From an optimization exercise on the open Yosys and OpenROAD flow, aimed at small area, a short achievable clock period and few clock cycles; shortcuts taken in it are not production practice. No functional check of the RTL was part of this run. Power and IR drop assume default switching activity.

$ cat config.mk
export PLATFORM = sky130hd
export DESIGN_NAME = RiscvFemto
export DESIGN_NICKNAME = RiscvFemto
export VERILOG_FILES = /design/flow/design.v
export SDC_FILE = /design/flow/constraint.sdc
export NUM_CORES = 4
export LEC_CHECK = 0
export CAP_MARGIN = 20
export CORE_MARGIN = 2
export CORE_UTILIZATION = 40
export SETUP_SLACK_MARGIN = 4.5
export SLEW_MARGIN = 20
$ cat constraint.sdc
create_clock -name core_clock -period 10.0 [get_ports {clk}]
set_input_delay 2.0000 -clock core_clock [delete_from_list [all_inputs] [get_ports {clk}]]
set_output_delay 2.0000 -clock core_clock [all_outputs]
set_load 0.01 [all_outputs]
$ cat design.v
`default_nettype none
module RiscvFemto (
    input var logic clk,
    input var logic rstn,
    input var logic [31:0] memIn,
    output var logic [31:0] memAddr,
    output var logic memRead,
    output var logic [3:0] memWstrb,
    output var logic [31:0] memWrite
);
logic [31:0] regFile [1:31];
logic        wbEn;       
logic [4:0]  wbRd;
logic [31:0] wbData;
always_ff @(posedge clk) begin
    if (wbEn) regFile[wbRd] <= wbData;
end
logic [31:2] busAddr;
logic        busFetch;   
logic        busLoad;    
logic [3:0]  busWstrb;
logic [31:0] busWdata;
logic [31:2] lastFetch;  
logic [31:2] nextFetch;  
logic        btbV;       
logic [31:2] btbPC;
logic [31:2] btbTgt;
logic        iArrive;
logic        iPred;      
logic        dV, sV;
logic        dPred, sPred;
logic [31:0] IR, SK;
logic [31:2] dPC;        
logic        eValid;
logic        eLoad, eStore, eBranch, eJal, eJalr, eWr;
logic        ePred;      
logic [4:0]  eRd;
logic [2:0]  eF3;
logic        eSra, eSub;
logic        eSelAdd, eSelSll, eSelSlt, eSelSltu, eSelXor, eSelSr, eSelOr, eSelAnd, eSelLink;
logic [31:0] rs1E;
logic [31:0] opBE;       
logic [31:0] sdE;        
logic        fwdA, fwdB, fwdS;  
logic [31:2] targetE;    
logic [31:0] fwd;        
logic        ldWrM, ldW, ldWrW;
logic [4:0]  ldRdM, ldRdW;
logic [2:0]  ldF3M, ldF3W;
logic [1:0]  ldAM, ldAW;
wire [31:0] aluA = fwdA ? fwd : rs1E;
wire [31:0] aluB = fwdB ? fwd : opBE;
wire [31:0] aluBx = eSub ? ~aluB : aluB;
wire [32:0] aluSum = {1'b0, aluA} + {1'b0, aluBx} + {32'b0, eSub};
wire aluCarry = aluSum[32];
wire aluEq = aluA == aluB;
wire aluLtu = !aluCarry;
wire aluLt = aluCarry ^ aluA[31] ^ aluBx[31];
wire [4:0] shamt = aluB[4:0];
wire [31:0] aFlip;
for (genvar i = 0; i < 32; i++) assign aFlip[i] = aluA[31-i];
wire [31:0] shIn = eSelSll ? aFlip : aluA;
wire [31:0] shOut = 32'(signed'({eSra & aluA[31], shIn}) >>> shamt);
wire [31:0] shFlip;
for (genvar i = 0; i < 32; i++) assign shFlip[i] = shOut[31-i];
wire [31:0] eResult =
      ({32{eSelAdd}}  & aluSum[31:0])
    | ({32{eSelSll}}  & shFlip)
    | ({32{eSelSr}}   & shOut)
    | ({32{eSelSlt}}  & {31'b0, aluLt})
    | ({32{eSelSltu}} & {31'b0, aluLtu})
    | ({32{eSelXor}}  & (aluA ^ aluB))
    | ({32{eSelOr}}   & (aluA | aluB))
    | ({32{eSelAnd}}  & (aluA & aluB))
    | ({32{eSelLink}} & {targetE, 2'b00});
logic takeBranch;
always_comb begin
    case (eF3[2:1])
        2'b00: takeBranch = aluEq;
        2'b10: takeBranch = aluLt;
        2'b11: takeBranch = aluLtu;
        default: takeBranch = 1'b0;
    endcase
    takeBranch = takeBranch ^ eF3[0];
end
wire eMem = eValid & (eLoad | eStore);
wire redirect = eValid & (eJalr | (eJal & !ePred) | (eBranch & (takeBranch ^ ePred)));
wire [1:0] ea = aluSum[1:0];
wire [3:0] storeMask = (eF3[1:0] == 2'b00) ? (4'b0001 << ea)
    : (eF3[1:0] == 2'b01) ? (ea[1] ? 4'b1100 : 4'b0011)
    : 4'b1111;
wire [31:0] storeData = !fwdS ? sdE
    : (eF3[1:0] == 2'b00) ? {4{fwd[7:0]}}
    : (eF3[1:0] == 2'b01) ? {2{fwd[15:0]}}
    : fwd;
wire [15:0] ldHalf = ldAW[1] ? memIn[31:16] : memIn[15:0];
wire [7:0] ldByte = ldAW[0] ? ldHalf[15:8] : ldHalf[7:0];
wire ldSign = !ldF3W[2] & (ldF3W[0] ? ldHalf[15] : ldByte[7]);
wire [31:0] loadData = (ldF3W[1:0] == 2'b00) ? {{24{ldSign}}, ldByte}
    : (ldF3W[1:0] == 2'b01) ? {{16{ldSign}}, ldHalf}
    : memIn;
assign wbEn = ldW ? ldWrW : (eValid & eWr);
assign wbRd = ldW ? ldRdW : eRd;
assign wbData = ldW ? loadData : eResult;
wire [4:0] op = IR[6:2];
wire [2:0] f3 = IR[14:12];
wire [4:0] rdId = IR[11:7];
wire [4:0] rs1Id = IR[19:15];
wire [4:0] rs2Id = IR[24:20];
wire dLoad   = !op[4] & !op[3] & !op[2];
wire dStore  = !op[4] &  op[3] & !op[2];
wire dOpImm  = !op[4] & !op[3] &  op[2] & !op[0];
wire dAuipc  = !op[4] & !op[3] &  op[2] &  op[0];
wire dOp     = !op[4] &  op[3] &  op[2] & !op[0];
wire dLui    = !op[4] &  op[3] &  op[2] &  op[0];
wire dBranch =  op[4] & !op[0];
wire dJalr   =  op[4] &  op[0] & !op[1];
wire dJal    =  op[4] &  op[1];
wire dAlu = dOp | dOpImm;
wire dUseRs1 = !(dLui | dAuipc | dJal);
wire dUseRs2 = dOp | dBranch | dStore;
wire [31:0] immI = {{20{IR[31]}}, IR[31:20]};
wire [31:0] immS = {{20{IR[31]}}, IR[31:25], IR[11:7]};
wire [31:0] immB = {{19{IR[31]}}, IR[31], IR[7], IR[30:25], IR[11:8], 1'b0};
wire [31:0] immJ = {{11{IR[31]}}, IR[31], IR[19:12], IR[20], IR[30:21], 1'b0};
wire [31:0] immU = {IR[31:12], 12'b0};
logic [31:0] rf1, rf2;
always_comb begin
    rf1 = '0;
    rf2 = '0;
    for (int i = 1; i < 32; i++) begin
        rf1 = rf1 | (regFile[i] & {32{rs1Id == 5'(i)}});
        rf2 = rf2 | (regFile[i] & {32{rs2Id == 5'(i)}});
    end
end
wire byp1 = wbEn & (wbRd == rs1Id);
wire byp2 = wbEn & (wbRd == rs2Id);
wire dSub = dBranch | (dOp & IR[30] & (f3 == 3'b000)) | (dAlu & (f3[2:1] == 2'b01));
wire [31:0] immOp = dStore ? immS : dJal ? immJ : (dLui | dAuipc) ? immU : immI;
wire [31:2] pcPlusImm = dPC + immB[31:2];
wire [31:2] pcPlus4 = dPC + 30'd1;
wire hazard = eValid & eLoad & (eRd != 5'd0)
    & ((dUseRs1 & (rs1Id == eRd)) | (dUseRs2 & (rs2Id == eRd))
       | (!(dBranch | dStore) & (rdId == eRd)));
wire dGo = dV & !busLoad & !hazard;
wire dAdvance = dGo & !redirect;
wire drop = iArrive & dV & sV & !dGo;
wire btbHit = btbV & (busAddr == btbPC);
wire [31:2] predFetch = btbHit ? btbTgt : busAddr + 30'd1;
wire [31:2] seqFetch = drop ? lastFetch : busFetch ? predFetch : nextFetch;
assign memRead = 1'b1;
assign memAddr = {busAddr, 2'b00};
assign memWstrb = busWstrb;
assign memWrite = busWdata;
always_ff @(posedge clk) begin
    rs1E <= dLui ? 32'd0 : (dAuipc | dJal) ? {dPC, 2'b00} : rf1;
    opBE <= (dOp | dBranch) ? rf2 : immOp;
    sdE <= (f3[1:0] == 2'b00) ? {4{rf2[7:0]}}
        : (f3[1:0] == 2'b01) ? {2{rf2[15:0]}}
        : rf2;
    fwdA <= dUseRs1 & byp1;
    fwdB <= (dOp | dBranch) & byp2;
    fwdS <= dStore & byp2;
    eSub <= dSub;
    targetE <= (dJal | dJalr | dPred) ? pcPlus4 : pcPlusImm;
    ePred <= dPred;
    eLoad <= dLoad;
    eStore <= dStore;
    eBranch <= dBranch;
    eJal <= dJal;
    eJalr <= dJalr;
    eWr <= !(dBranch | dStore | dLoad) & (rdId != 5'd0);
    eRd <= rdId;
    eF3 <= f3;
    eSra <= IR[30];
    eSelAdd  <= (dAlu & (f3 == 3'b000)) | dLui | dAuipc;
    eSelSll  <= dAlu & (f3 == 3'b001);
    eSelSlt  <= dAlu & (f3 == 3'b010);
    eSelSltu <= dAlu & (f3 == 3'b011);
    eSelXor  <= dAlu & (f3 == 3'b100);
    eSelSr   <= dAlu & (f3 == 3'b101);
    eSelOr   <= dAlu & (f3 == 3'b110);
    eSelAnd  <= dAlu & (f3 == 3'b111);
    eSelLink <= dJal | dJalr;
    fwd <= wbData;
    eValid <= dAdvance;
    if (dV & dBranch & IR[31]) begin
        btbV <= 1'b1;
        btbPC <= dPC;
        btbTgt <= pcPlusImm;
    end
    if (dGo) begin
        if (sV) begin
            IR <= SK;
            dPred <= sPred;
            dPC <= dPred ? pcPlusImm : pcPlus4;
        end else begin
            IR <= memIn;
            dPred <= iPred;
            dPC <= lastFetch;
        end
        SK <= memIn;
        sPred <= iPred;
    end else if (!dV) begin
        IR <= memIn;
        dPred <= iPred;
        dPC <= lastFetch;
    end else if (!sV) begin
        SK <= memIn;
        sPred <= iPred;
    end
    dV <= !redirect & (dGo ? (sV | iArrive) : (dV | iArrive));
    sV <= !redirect & (dGo ? (sV & iArrive) : (dV & (sV | iArrive)));
    if (drop) begin
        nextFetch <= lastFetch;
    end else if (busFetch) begin
        lastFetch <= busAddr;
        nextFetch <= predFetch;
    end
    iArrive <= busFetch & !redirect & !drop;
    iPred <= btbHit;
    busWdata <= storeData;
    if (eMem) begin
        busAddr <= aluSum[31:2];
        busFetch <= 1'b0;
    end else if (redirect) begin
        busAddr <= (eJal | eJalr) ? aluSum[31:2] : targetE;
        busFetch <= 1'b1;
    end else begin
        busAddr <= seqFetch;
        busFetch <= 1'b1;
    end
    busWstrb <= (eValid & eStore) ? storeMask : 4'b0000;
    busLoad <= eValid & eLoad;
    ldWrM <= eRd != 5'd0;
    ldRdM <= eRd;
    ldF3M <= eF3;
    ldAM <= ea;
    ldW <= busLoad;
    ldWrW <= ldWrM;
    ldRdW <= ldRdM;
    ldF3W <= ldF3M;
    ldAW <= ldAM;
    if (!rstn) begin
        busAddr <= '0;
        busFetch <= 1'b1;
        busLoad <= 1'b0;
        busWstrb <= 4'b0000;
        ldW <= 1'b0;
        iArrive <= 1'b0;
        dV <= 1'b0;
        sV <= 1'b0;
        eValid <= 1'b0;
        btbV <= 1'b0;
    end
end
endmodule
`default_nettype wire
$ cat run.sh
#!/bin/bash
# synth_recipe.tcl (not shown) runs the flow's synth.tcl, then flattens the netlist and writes it again
# the make line also repeats each setting of config.mk as NAME=value (left out here)
make -C /OpenROAD-flow-scripts/flow DESIGN_CONFIG=/design/flow/config.mk WORK_HOME=/design/flow/orfs CLKGATE_MAP_FILE= SYNTH_SCRIPT=/design/flow/synth_recipe.tcl finish
==> impl_metrics.sql <==
INSERT INTO impl_metrics (metric_group, metric, value, unit) VALUES
('status', 'status', 'finished with violations', ''),
('status', 'check-failures', 'slew limit', ''),
('timing', 'finalHoldViolations', '0', ''),
('die', 'floorplan.io_pins', '103', ''),
('worst_setup_path', 'crit_path_top_delay_cell', 'sky130_fd_sc_hd__a221oi_1', ''),
('routing', 'wl_per_cell', '41.40', 'µm'),
('place', 'io_buffer_count', '99', ''),
('clock_network', 'clock_tree.root_cell', 'sky130_fd_sc_hd__clkbuf_16', ''),
('worst_setup_path', 'cp_launch_type', 'flop', ''),
('routing', 'via_count', '59570', ''),
('global_route', 'grt_overflow', '0', ''),
('die', 'dieHeight', '421.5', 'µm'),
('worst_hold_path', 'holdCritPathClass', 'flop to flop', ''),
('synth', 'async_reset_ff_share', '0', '%'),
('worst_setup_path', 'critical_path_cell_sequence', 'buf_4, mux2i_1, xnor2_1, ha_1, a21oi_1, o21ai_1, a311oi_1, nor3_1, a21oi_1, nand2_1, o21a_1, o32a_1, a221oi_1, nor2_2, buf_4', ''),
('global_route', 'global_route.usage.total', '37.13', '%'),
('timing', 'setup_violations', '0', ''),
('synth', 'synthTopCellsByArea', 'sky130_fd_sc_hd__edfxtp_1 51%, sky130_fd_sc_hd__dfxtp_1 9.0%, sky130_fd_sc_hd__a22oi_1 6.5%, sky130_fd_sc_hd__a221oi_1 2.5%, sky130_fd_sc_hd__mux2i_1 2.4%', ''),
('synth', 'postSynthAreaPerCell', '12.07', 'µm²'),
('synth', 'yosys_top_cell_area_share', '50.58', '%'),
('final_layout', 'share_of_layout_cells_above_drive_strength_1', '12.86', '%'),
('place', 'post-place-cells', '7977', ''),
('worst_setup_path', 'timing.critical_path.buf_inv', '2', ''),
('die', 'number_of_core_rows', '153', ''),
('global_route', 'grtUsageMet2', '53.65', '%'),
('synth', 'synth.largest_area_cell', 'sky130_fd_sc_hd__edfxtp_1', ''),
('timing', 'final_period_minus_worst_setup_slack', '5.395', 'ns'),
('global_route', 'grt_util_met1', '43.90', '%'),
('synth', 'synthDistinctLibCells', '95', ''),
('clock_network', 'cts.sink_count', '1488', ''),
('worst_setup_path', 'worstPathArrival', '5.92', 'ns'),
('die', 'die_width', '421.5', 'µm'),
('routing', 'antenna_violating_nets_post_route', '0', ''),
('routing', 'drt_iter0_markers', '13340', ''),
('final_layout', 'finish.net_count', '5977', ''),
('global_route', 'initial_antenna_violation_count', '22', ''),
('timing', 'fin_setup_tns', '0', 'ns'),
('global_route', 'gr-usage-met3', '16.24', '%'),
('routing', 'post_drt_via_cell_ratio', '7.190', ''),
('synth', 'post_synthesis_cell_area', '69710', 'µm²'),
('synth', 'yosys_register_bits', '1488', ''),
('final_layout', 'area_growth_syn_to_layout', '14.34', '%'),
('clock_network', 'numCtsBuffers', '157', ''),
('final_layout', 'finish.cell_count_without_fillers', '8285', ''),
('global_route', 'first_pass_grt_wire_length', '458600', 'µm'),
('worst_setup_path', 'worst_path_top_cell_family_by_delay', 'compound AO/OA/AOI/OAI gates', ''),
('synth', 'synth_seq_area_share', '59.59', '%'),
('power_and_ir_drop', 'powerDensity', '267.7', 'nW/µm²'),
('place', 'dpl.hpwl', '200300', 'µm'),
('flow_run', 'max_cap_violations', '0', ''),
('die', 'initial_utilization', '40.19', '%'),
('global_route', 'largest_net_degree_at_the_start_of_global_routing', '91', ''),
('worst_setup_path', 'critical_path_end_type', 'flop', ''),
('place', 'globalplace.congestion', '1.014', ''),
('global_route', 'first_global_vias', '54730', ''),
('synth', 'postSynthCellCount', '5774', ''),
('worst_setup_path', 'cpPeakStageDelay', '0.75', 'ns'),
('routing', 'dr.pass1.iters', '12', ''),
('timing', 'post-route-period-util', '53.95', '%'),
('timing', 'final-max-slew-violation-count', '2', ''),
('worst_setup_path', 'critical_path_class', 'flop to flop', ''),
('die', 'design.core.area', '173400', 'µm²'),
('global_route', 'grt_most_used_layer', 'met2', ''),
('clock_network', 'postCtsSetupRepairBufs', '0', ''),
('worst_setup_path', 'critPathMaxFanout', '32', ''),
('synth', 'ys.flop_type', 'sky130_fd_sc_hd__edfxtp_1', ''),
('power_and_ir_drop', 'power.leakage', '27.12', 'nW'),
('worst_setup_path', 'timing.critical_path.required', '10.52', 'ns'),
('timing', 'finalClockSkew', '0.06475', 'ns'),
('clock_network', 'clk_pin_slew', '0.06', 'ns'),
('routing', 'remaining_design_rule_violation_count', '0', '');
==> sequential cells by signal (all words and copies together) (netlist names), 3 cells and up <==
name,count
IR,30
SK,30
btbPC,30
btbTgt,30
busAddr,30
busWdata,32
busWstrb,4
dPC,30
eF3,3
eRd,5
fwd,32
lastFetch,30
ldF3M,3
ldF3W,3
ldRdM,5
ldRdW,5
nextFetch,30
opBE,32
regFile,992
rs1E,32
sdE,32
targetE,30
==> routing by layer <==
layer | vias up | wire length [µm] | part of all wire (%)
li1 | 22890 | - | -
met1 | 28860 | 113900 | 33
met2 | 6055 | 142300 | 42
met3 | 1739 | 54360 | 16
met4 | 29 | 32050 | 9.3
met5 | - | 327 | 0.095
==> final cells by class <==
| cell class | count | area, µm² |
|---|---|---|
| antenna | 12 | 30.03 |
| clock buffer | 195 | 4234 |
| clock inverter | 97 | 949.7 |
| fill | 15660 | 93740 |
| inverter | 142 | 533.0 |
| multi-input combinational | 3744 | 27120 |
| sequential | 1488 | 41550 |
| tap | 2325 | 2909 |
| timing repair buffer | 282 | 2372 |
==> per-stage QoR <==
stage	power, mW	area [µm²]	hold slack (ns)	worst slack (ns)	util [%]
3_3_place_gp	15.10	74310	0.3125	4.313	42.85
6_report	21.33	79700	0.3266	4.605	45.95
2_1_floorplan	11.90	69710	0.3096	4.985	-
4_1_cts	20.94	79520	0.3282	4.506	45.85
5_1_grt	21.78	79670	0.3308	4.501	45.94
3_5_place_dp	15.10	74320	0.3150	4.259	42.85
==> report_power, final <==
part	internal, mW	switching, mW
logic	2.02	4.70
clock network	3.32	2.60
registers	7.88	0.814
total	13.2	8.12
==> cells by family (layout without fill, tap and decap cells) <==
group                      count (synthesis)  count (layout)  synth area share (%)
buffers and inverters                    544             716                 3.042
adders and majority gates                128             128                 2.319
DFF                                     1488            1488                 59.59
other                                      2              15               0.01077
and+or+nand+nor                         1356            1356                 9.174
AOI/OAI and AO/OA                       1757            1758                 18.20
xor gates and xnor gates                 196             196                 2.473
muxes                                    303             303                 5.191
==> final timing paths <==
path	from	end	slack [ns]	cells past startpoint
min reg2reg	ldRdM[4]	ldRdW[4]	0.33	0
min	ldRdM[4]	ldRdW[4]	0.33	0
max reg2reg	fwdB	regFile[6][28]	4.61	15
max	fwdB	regFile[6][28]	4.61	15
==> Yosys cell counts, types with 19 or more instances <==
| master | n |
|---|---|
| sky130_fd_sc_hd__a211oi_1 | 31 |
| sky130_fd_sc_hd__a21o_1 | 27 |
| sky130_fd_sc_hd__a21oi_1 | 294 |
| sky130_fd_sc_hd__a221oi_1 | 198 |
| sky130_fd_sc_hd__a222oi_1 | 65 |
| sky130_fd_sc_hd__a22o_1 | 167 |
| sky130_fd_sc_hd__a22oi_1 | 604 |
| sky130_fd_sc_hd__a31oi_1 | 24 |
| sky130_fd_sc_hd__and3_1 | 25 |
| sky130_fd_sc_hd__buf_1 | 67 |
| sky130_fd_sc_hd__buf_2 | 23 |
| sky130_fd_sc_hd__clkbuf_1 | 301 |
| sky130_fd_sc_hd__dfxtp_1 | 314 |
| sky130_fd_sc_hd__edfxtp_1 | 1174 |
| sky130_fd_sc_hd__ha_1 | 126 |
| sky130_fd_sc_hd__inv_1 | 134 |
| sky130_fd_sc_hd__mux2_2 | 95 |
| sky130_fd_sc_hd__mux2i_1 | 170 |
| sky130_fd_sc_hd__mux4_2 | 35 |
| sky130_fd_sc_hd__nand2_1 | 400 |
| sky130_fd_sc_hd__nand2b_1 | 29 |
| sky130_fd_sc_hd__nand3_1 | 212 |
| sky130_fd_sc_hd__nand4_1 | 141 |
| sky130_fd_sc_hd__nor2_1 | 354 |
| sky130_fd_sc_hd__nor3_1 | 37 |
| sky130_fd_sc_hd__nor4_1 | 35 |
| sky130_fd_sc_hd__o211ai_1 | 25 |
| sky130_fd_sc_hd__o21a_1 | 19 |
| sky130_fd_sc_hd__o21ai_0 | 190 |
| sky130_fd_sc_hd__or3_1 | 19 |
| sky130_fd_sc_hd__or4_1 | 29 |
| sky130_fd_sc_hd__xnor2_1 | 139 |
| sky130_fd_sc_hd__xor2_1 | 56 |
==> cell usage in the layout (no fill, tap or decap), types with 30 or more instances in the layout <==
master and n:
sky130_fd_sc_hd__nor2_1 250, sky130_fd_sc_hd__nand2_1 399, sky130_fd_sc_hd__nand3_1 212, sky130_fd_sc_hd__clkbuf_16 159, sky130_fd_sc_hd__a211oi_1 30, sky130_fd_sc_hd__a221oi_1 196
sky130_fd_sc_hd__nor3_1 32, sky130_fd_sc_hd__a21oi_1 273, sky130_fd_sc_hd__nand4_1 141, sky130_fd_sc_hd__mux4_2 35, sky130_fd_sc_hd__nor2_4 97, sky130_fd_sc_hd__mux2i_1 166
sky130_fd_sc_hd__a222oi_1 65, sky130_fd_sc_hd__edfxtp_1 1174, sky130_fd_sc_hd__o21ai_0 187, sky130_fd_sc_hd__ha_1 126, sky130_fd_sc_hd__buf_4 180, sky130_fd_sc_hd__inv_1 134
sky130_fd_sc_hd__xor2_1 56, sky130_fd_sc_hd__clkdlybuf4s50_1 99, sky130_fd_sc_hd__a22oi_1 602, sky130_fd_sc_hd__mux2_2 95, sky130_fd_sc_hd__a22o_1 167, sky130_fd_sc_hd__dfxtp_1 306
sky130_fd_sc_hd__clkinv_2 36, sky130_fd_sc_hd__xnor2_1 139
==> timing repair <==
| action | in CTS | in global routing |
|---|---|---|
| endpoints found under the setup margin | 95 | 308 |
| pin swaps | 0 | 1 |
| gates cloned | 0 | 1 |
| gates resized for setup | 3 | 7 |
| endpoints found under the hold margin | 0 | 0 |

==> what the ideal ports hide <==
Ports are ideal in the flow. The routed layout listed here was re-timed in OpenROAD.
Step 1 assumes that a clkbuf_16 drives the clock port and a buf_2 every other input.
Step 2 adds t to the input delays and takes it off the output delays; t is the mean of the earliest and latest rising clock arrival at the registers after step 1. Input paths then give back, and output paths get back, about the clock's delay inside the block.
a / b / c = ideal ports / drivers / drivers and shift; a / b = the first two.
shift t [ns]: 0.911
setup WS [ns]: 4.605 / 4.605 / 4.481
hold slack, ns: 0.327 / 0.327 / 0.327
latest minus earliest clock arrival (ns): 0.066 / 0.066
For this run, drivers alone change the setup slack by 0.000 ns; drivers and shift together by -0.124 ns.
